This design comes from an exercise in tuning for small area, a short achievable clock period and few clock cycles per item on the open sky130 flow, not from production work. In this exercise RTL edits were held to simulation tests only and were not proved equivalent to the original. Power is estimated from default activity; no workload was simulated.

### design/flow/run.sh
#!/bin/bash
# synth_recipe.tcl (not shown) runs the flow's synth.tcl, then flattens the netlist and writes it again
# the make line also repeats each setting of config.mk as NAME=value (left out here)
make -C /OpenROAD-flow-scripts/flow DESIGN_CONFIG=/design/flow/config.mk WORK_HOME=/design/flow/orfs CLKGATE_MAP_FILE= SYNTH_SCRIPT=/design/flow/synth_recipe.tcl finish
### design/flow/config.mk
export PLATFORM = sky130hd
export DESIGN_NAME = alu_unit
export DESIGN_NICKNAME = alu_unit
export VERILOG_FILES = /design/flow/design.v
export SDC_FILE = /design/flow/constraint.sdc
export NUM_CORES = 4
export LEC_CHECK = 0
export CAP_MARGIN = 20
export CORE_MARGIN = 2
export CORE_UTILIZATION = 40
export SLEW_MARGIN = 20
### design/flow/constraint.sdc
create_clock -name core_clock -period 85.0 [get_ports {clk}]
set_input_delay 17.0000 -clock core_clock [delete_from_list [all_inputs] [get_ports {clk}]]
set_output_delay 17.0000 -clock core_clock [all_outputs]
set_load 0.01 [all_outputs]
### design/flow/design.v
module ALU #(parameter W = 32) (
    input  [W-1:0] x,
    input  [W-1:0] y,
    input          ci,
    output [W-1:0] s,
    output         co
);
    wire [W:0] c;
    assign c[0] = ci;
    genvar j;
    generate for (j = 0; j < W; j = j + 1) begin : g
        assign s[j]   = x[j] ^ y[j] ^ c[j];
        assign c[j+1] = (x[j] & y[j]) | (c[j] & (x[j] ^ y[j]));
    end endgenerate
    assign co = c[W];
endmodule
module alu_unit (
    input             clk,
    input             rst,
    input             in_valid,
    output            in_ready,
    input      [3:0]  op,
    input      [31:0] a,
    input      [31:0] b,
    output            out_valid,
    output     [63:0] result
);
    localparam OP_AND = 4'd0, OP_OR = 4'd1, OP_ADD = 4'd2, OP_SUB = 4'd3,
               OP_NEG = 4'd4, OP_NOT = 4'd5, OP_SHL = 4'd6, OP_SHR = 4'd7,
               OP_ROL = 4'd8, OP_ROR = 4'd9, OP_MUL = 4'd10, OP_DIV = 4'd11;
    localparam ST_IDLE = 3'd0, ST_FIRST = 3'd1, ST_MUL = 3'd2, ST_DALIGN = 3'd3,
               ST_DITER = 3'd4, ST_DFIXR = 3'd5, ST_DFIXQ = 3'd6;
    reg [31:0] ra, rb;
    reg [3:0]  rop;
    reg [2:0]  st;
    reg [5:0]  cnt;
    reg        rdy, ov;
    reg [63:0] rr;
    reg        bprev, sgn_a, sgn_q, sgn_b;
    assign in_ready  = rdy;
    assign out_valid = ov;
    assign result    = rr;
    wire accept = in_valid & rdy & ~rst;
    wire first  = (st == ST_FIRST);
    wire is_mul = first & (rop == OP_MUL);
    wire is_div = first & (rop == OP_DIV);
    wire inv_a = first ? ra[31] : 1'b0;
    wire inv_b = first ? rb[31] : 1'b1;
    wire [31:0] a1 = ra ^ {32{inv_a}};
    wire [31:0] b1 = rb ^ {32{inv_b}};
    reg  [5:0] clz_a, clz_b;
    integer k;
    always @(*) begin
        clz_a = 6'd32;
        for (k = 0; k < 32; k = k + 1)
            if (a1[k]) clz_a = 6'd31 - k[5:0];
        clz_b = 6'd32;
        for (k = 0; k < 32; k = k + 1)
            if (b1[k]) clz_b = 6'd31 - k[5:0];
    end
    wire [6:0] nq0 = {1'b0, clz_b} - {1'b0, clz_a} + {6'd0, inv_a} + 7'd1;
    wire       nq_le0 = nq0[6] | (nq0 == 7'd0);
    wire [6:0] nq = (!nq0[6] && nq0 > 7'd32) ? 7'd32 : nq0;
    wire       b_zero = (rb == 32'd0);
    wire in_diter = (st == ST_DITER);
    wire [31:0] rprime = {rr[62:32], rr[31]};
    reg  [31:0] ax, ay;
    reg         acin;
    always @(*) begin
        ax = 32'd0; ay = ~rb; acin = 1'b1;
        case (st)
            ST_DITER:  begin ax = rprime; ay = rb;        acin = ~sgn_b; end
            ST_DFIXR:  begin ay = ~rr[63:32]; end
            ST_DFIXQ:  begin ay = ~rr[31:0]; end
            default: begin
                if (rop == OP_DIV)      begin ay = ~ra; end
                else if (rop == OP_ADD) begin ax = ra; ay = rb; acin = 1'b0; end
                else if (rop == OP_SUB) begin ax = ra; end
            end
        endcase
    end
    wire [31:0] asum;
    wire        aco;
    ALU #(32) add0 (.x(ax), .y(ay), .ci(acin), .s(asum), .co(aco));
    wire       sh_div = (rop == OP_DIV);
    wire [4:0] amt    = sh_div ? nq[4:0] : rb[4:0];
    wire       rneg   = sh_div | (rop == OP_ROR) | (rop == OP_SHR);
    wire [4:0] rot    = rneg ? (5'd0 - amt) : amt;
    wire [63:0] rot2  = {ra, ra} << rot;
    wire [31:0] rotv  = rot2[63:32];
    wire [5:0] mk     = ((rop == OP_SHR) && (rb[4:0] == 5'd0)) ? 6'd32 : {1'b0, rot};
    wire [31:0] m     = 32'hFFFFFFFF << mk;
    reg  [31:0] sh_lo, sh_hi;
    always @(*) begin
        sh_lo = 32'd0; sh_hi = 32'd0;
        case (rop)
            OP_SHL: if (rb[31:6] == 26'd0) begin
                        if (rb[5]) sh_hi = rotv & m;
                        else begin sh_lo = rotv & m; sh_hi = rotv & ~m; end
                    end
            OP_SHR: if (rb[31:5] == 27'd0) sh_lo = rotv & ~m;
            OP_ROL, OP_ROR: sh_lo = rotv;
            default: begin sh_lo = rotv & m; sh_hi = rotv & ~m; end
        endcase
    end
    wire [31:0] mult = first ? ra : rr[31:0];
    wire [31:0] acc  = first ? 32'd0 : rr[63:32];
    wire [8:0]  mb   = {mult[7:0], first ? 1'b0 : bprev};
    wire [32:0] mext = {rb[31], rb};
    function [39:0] booth_row;
        input [2:0]  bits;    
        input [32:0] m;
        reg one, two;
        reg [32:0] mag;
        begin
            one = bits[1] ^ bits[0];
            two = (bits[2] & ~bits[1] & ~bits[0]) | (~bits[2] & bits[1] & bits[0]);
            mag = ({33{one}} & m) | ({33{two}} & {m[31:0], 1'b0});
            booth_row = {{7{mag[32] ^ bits[2]}}, mag ^ {33{bits[2]}}};
        end
    endfunction
    wire [39:0] pp0 = booth_row(mb[2:0], mext);
    wire [39:0] pp1 = booth_row(mb[4:2], mext) << 2;
    wire [39:0] pp2 = booth_row(mb[6:4], mext) << 4;
    wire [39:0] pp3 = booth_row(mb[8:6], mext) << 6;
    wire [3:0]  pneg = {mb[8], mb[6], mb[4], mb[2]};
    wire [39:0] accx = {{8{acc[31]}}, acc};
    wire [39:0] negv = {33'd0, pneg[3], 1'b0, pneg[2], 1'b0, pneg[1], 1'b0, pneg[0]};
    wire [39:0] s1 = accx ^ pp0 ^ pp1;
    wire [39:0] c1 = ((accx & pp0) | (accx & pp1) | (pp0 & pp1)) << 1;
    wire [39:0] s2 = pp2 ^ pp3 ^ negv;
    wire [39:0] c2 = ((pp2 & pp3) | (pp2 & negv) | (pp3 & negv)) << 1;
    wire [39:0] s3 = s1 ^ c1 ^ s2;
    wire [39:0] c3 = ((s1 & c1) | (s1 & s2) | (c1 & s2)) << 1;
    wire [39:0] s4 = s3 ^ c3 ^ c2;
    wire [39:0] c4 = ((s3 & c3) | (s3 & c2) | (c3 & c2)) << 1;
    wire [39:0] msum;
    wire        mco;
    ALU #(40) add1 (.x(s4), .y(c4), .ci(1'b0), .s(msum), .co(mco));
    reg [2:0]  st_n;
    reg [5:0]  cnt_n;
    reg        fin;         
    reg [63:0] rr_n;
    reg [31:0] ra_n, rb_n;
    reg        sa_n, sq_n, sb_n;
    always @(*) begin
        st_n = st; cnt_n = cnt; fin = 1'b0; rr_n = rr;
        ra_n = ra; rb_n = rb;
        sa_n = sgn_a; sq_n = sgn_q; sb_n = sgn_b;
        case (st)
            ST_FIRST: begin
                fin = 1'b1;
                case (rop)
                    OP_AND: rr_n = {32'd0, ra & rb};
                    OP_OR:  rr_n = {32'd0, ra | rb};
                    OP_ADD: rr_n = {31'd0, aco, asum};
                    OP_SUB, OP_NEG: rr_n = {{32{~aco}}, asum};
                    OP_NOT: rr_n = {32'd0, ~rb};
                    OP_SHL, OP_SHR, OP_ROL, OP_ROR: rr_n = {sh_hi, sh_lo};
                    OP_MUL: begin
                        fin = 1'b0;
                        rr_n = {msum[39:8], msum[7:0], mult[31:8]};
                        st_n = ST_MUL; cnt_n = 6'd3;
                    end
                    OP_DIV: begin
                        sa_n = ra[31]; sb_n = rb[31]; sq_n = ra[31] ^ rb[31];
                        if (b_zero)      rr_n = {ra, 32'hFFFFFFFF};
                        else if (nq_le0) rr_n = {ra, 32'd0};
                        else begin
                            fin = 1'b0;
                            rb_n = rb ^ {32{~rb[31]}};
                            cnt_n = nq[5:0];
                            if (ra[31]) begin
                                ra_n = asum;
                                st_n = ST_DALIGN;
                            end else begin
                                rr_n = {sh_hi, sh_lo};
                                st_n = ST_DITER;
                            end
                        end
                    end
                    default: rr_n = 64'd0;
                endcase
            end
            ST_MUL: begin
                rr_n = {msum[39:8], msum[7:0], mult[31:8]};
                cnt_n = cnt - 6'd1;
                if (cnt == 6'd1) fin = 1'b1;
            end
            ST_DALIGN: begin
                cnt_n = nq[5:0];
                if (nq_le0) begin
                    rr_n = {ra, 32'd0};
                    st_n = ST_DFIXR;
                end else begin
                    rr_n = {sh_hi, sh_lo};
                    st_n = ST_DITER;
                end
            end
            ST_DITER: begin
                rr_n = {aco ? asum : rprime, rr[30:0], aco};
                cnt_n = cnt - 6'd1;
                if (cnt == 6'd1) begin
                    if (sgn_a)      st_n = ST_DFIXR;
                    else if (sgn_q) st_n = ST_DFIXQ;
                    else            fin = 1'b1;
                end
            end
            ST_DFIXR: begin
                rr_n = {asum, rr[31:0]};
                if (sgn_q) st_n = ST_DFIXQ;
                else       fin = 1'b1;
            end
            ST_DFIXQ: begin
                rr_n = {rr[63:32], asum};
                fin = 1'b1;
            end
            default: ;
        endcase
        if (fin) st_n = ST_IDLE;
        if (accept) st_n = ST_FIRST;
    end
    reg rdy_n;
    always @(*) begin
        case (st_n)
            ST_IDLE:   rdy_n = 1'b1;
            ST_FIRST:  rdy_n = accept ? ((op != OP_MUL) && (op != OP_DIV))
                                      : ((rop != OP_MUL) && (rop != OP_DIV));
            ST_MUL:    rdy_n = (cnt_n == 6'd1);
            ST_DITER:  rdy_n = (cnt_n == 6'd1) && !sa_n && !sq_n;
            ST_DFIXR:  rdy_n = !sq_n;
            ST_DFIXQ:  rdy_n = 1'b1;
            default:   rdy_n = 1'b0;
        endcase
    end
    always @(posedge clk) begin
        if (rst) begin
            st  <= ST_IDLE;
            rdy <= 1'b1;
            ov  <= 1'b0;
        end else begin
            st  <= st_n;
            rdy <= rdy_n;
            ov  <= fin;
        end
        if (accept) begin
            rop <= op;
            ra  <= a;
            rb  <= b;
        end else begin
            ra  <= ra_n;
            rb  <= rb_n;
        end
        rr    <= rr_n;
        cnt   <= cnt_n;
        bprev <= mult[7];
        sgn_a <= sa_n;
        sgn_q <= sq_n;
        sgn_b <= sb_n;
    end
endmodule
==> results.txt <==
status=timing/DRC/antenna clean; Detailed Routing Iterations Pass 1=10; max cap viols=0; Setup CP Type=reg2reg; Post-Syn Instances=3422; Worst-path clk slew=0.08 ns; share of cells above drive strength 1=9.28%; DRC errors left=0; vias per cell=7.00; Chip Height=259 um; die area=67300 sq um; Final Critical Period=22.69 ns; startpoint types=flip-flop; Reg2Reg Setup Slack=62.31 ns; Layout fillers=6575; clk root buf=clkbuf_16; Final Max Tran Viols=0; Setup TNS=0 ns; fin area=28700 sq um; cts bufs inserted=17; Fin. Hold Viols=0; Initial Util=40.5%; Post-CTS Hold Buffers=0; Final WS setup=62.31 ns; most used cell, CP=fa_1; Syn. warnings=1; Synth Area in Compound Gates=29.9%; CTS H-tree depth=4; Relative slew margins=18.4%; initial antenna violation count=7; worst-skew pair later-pin latency=0.53 ns; GRT Resource Usage Total=40.2%; area of the core=64500 sq um; Detailed Route WL=138 mm; Setup WS pre-CTS=62.29 ns; DR WL/cell=33.0 um; Antenna Nets Post-Route=0; top cells by area, synth=edfxtp_1, fa_1, a21oi_1, nand2_1, o21ai_0; Resized cells post-CTS=0; vias in the first global route=26900; Clock Sinks=147; DR vias=29300; post-synthesis xor/xnor area fraction=4.93%; post-synth cell types=93; RSZ-0062 raised after global routing=false; hpwl dp=97.5 mm; critical path required time=85.25 ns; Yosys top cell area share=15.3%; global route overflow=0; 1st-iter DRT viols=5315; flops & latches, synth=147; Adder-Cell Fraction of Synth Area=16.1%; commonest non-fill, non-tap cell in the layout=nand2_1; register area share after synthesis=16.4%; placed instance area=28100 sq um; Final nets=3610; endpoints failing setup=0; Cell Pwr Density=26.7 nW/um^2; largest family of logic cells by synthesized area=compound AO/OA/AOI/OAI gates; Die X=259 um; first-pass GRT wire length=197 mm; commonest cells after routing, fill and taps aside=nand2_1, a21oi_1, nor2_1; syn_nets=3725; Worst Hold Class=reg2reg; final core occ=44.5%; Synth area leader=edfxtp_1; LEAKAGE=10.6 nW; # IOs=137; Crit. End Element=flip-flop; worst path arrival time=22.95 ns; multiplexer share of the synthesized area=7.99%; Clock Skews=0.0234 ns; largest net degree at the start of global routing=63; CP max-delay cell=dfxtp_4; worst-path fanout max=57; Clock Path Buffers=2; max incr delay on CP=0.86 ns; fin crit share=26.7%; Max Clock Freq=44.1 MHz; Mapped Avg Cell Area=7.63 sq um; CTS tree=done; share of flip-flops with an asynchronous set or reset=0%; placement row count=93; ys flop type=edfxtp_1; setup bufs post-CTS=0; GP Congestion=1.15; EDFF count, synth=133; Mapped Area=26100 sq um; simple-gate share of the synthesized area=17.0%; Area Overhead vs Synth=9.90%; IO Port Bufs=136; Max IR drop VDD=0.0617 mV; worst-margin pin slew=1.22 ns
## cells by family after synthesis
kind of cell	count (synthesis)
mux	185
simple gates	1012
buf+inv	509
flops	147
compound gates	1189
fa+ha+maj	233
xor+xnor	147
## state kept, by name, indices dropped and copies added (netlist names)
register	count
rr	64
ov	1
rdy	1
cnt	6
bprev	1
rop	4
ra	32
sgn_q	1
st	3
rb	32
sgn_b	1
sgn_a	1
## synthesized netlist by cell type, types with 56 or more instances
master,count
nand2_1,408
a21oi_1,318
clkbuf_1,313
nor2_1,305
o21ai_0,273
fa_1,172
edfxtp_1,133
mux2i_1,113
inv_1,106
xnor2_1,106
a22oi_1,105
nand3_1,80
a221oi_1,79
nor3_1,73
a211oi_1,67
ha_1,60
mux2_2,56
## final cells by class
cell class / count / area [sq um] / area share, %
Antenna cell: 5 / 12.5 / 0.0436
Clock buffer: 18 / 429 / 1.50
Clock inverter: 14 / 126 / 0.441
Inverter: 119 / 447 / 1.56
Multi-Input combinational cell: 2766 / 20000 / 69.9
Sequential cell: 147 / 4290 / 14.9
Tap cell: 855 / 1070 / 3.73
Timing Repair Buffer: 256 / 2260 / 7.89
## final timing paths
kind	startpoint	to	depth (start not counted)
max	st[0]	rr[63]	54
min	sgn_a	sgn_a	1
max reg2reg	st[0]	rr[63]	54
min reg2reg	sgn_a	sgn_a	1
## metrics by stage
stage	hold slack, ns	power, mW	instances
2_1_floorplan	0.487	0.430	3422
3_3_place_gp	0.522	0.653	4143
3_5_place_dp	0.536	0.658	4143
4_1_cts	0.548	0.738	4175
5_1_grt	0.575	0.801	4175
6_report	0.555	0.765	4180
## worst max-delay path, delay by kind of cell, from the launching register on
kind / cells / cell delay, ns
and+or+nand+nor: 4 / 1.55
AOI/OAI and AO/OA: 6 / 1.41
xor gates and xnor gates: 3 / 0.47
adders and majority gates: 39 / 17.54
buffers and inverters: 2 / 0.59
DFF: 1 / 0.86
## power breakdown
part / total (mW) / internal, mW / switching, mW
combinational: 0.585 / 0.221 / 0.364
clock: 0.0783 / 0.0403 / 0.0380
sequential: 0.103 / 0.0874 / 0.0151
total: 0.765 / 0.348 / 0.417
## layer usage
metal	routed length [um]	GRT usage [%]	vias to the layer above
li1	-	-	12300
met4	10700	24.9	8
met2	56200	57.4	2357
met1	50600	50.5	14100
met3	20400	15.9	562
met5	40	0	-
Testbench counts, summed over its fixed seeds: cycles 40,837, items 24,000.

-- what the ideal ports hide --
No port has a modelled driver above. Below, the same layout with a new extraction and two added sets of constraints. Step 1, drivers: a clkbuf_16 drives clk and a buf_2 each remaining input, both assumed. Step 2, shift: input delay + t, output delay - t, t = (earliest + latest rising clock arrival at the registers) / 2. This alone moves slack from input paths to output paths. Slacks: no drivers / after step 1 / after step 2; pairs: no drivers / after step 1.
t (ns): 0.583
setup WS [ns]: 62.306 / 62.306 / 62.306
worst slew at a driven data input, ns: 0.07
After both steps setup and hold are still met in this run. For this run, drivers alone change the setup slack by 0.000 ns; drivers and shift together by 0.000 ns.
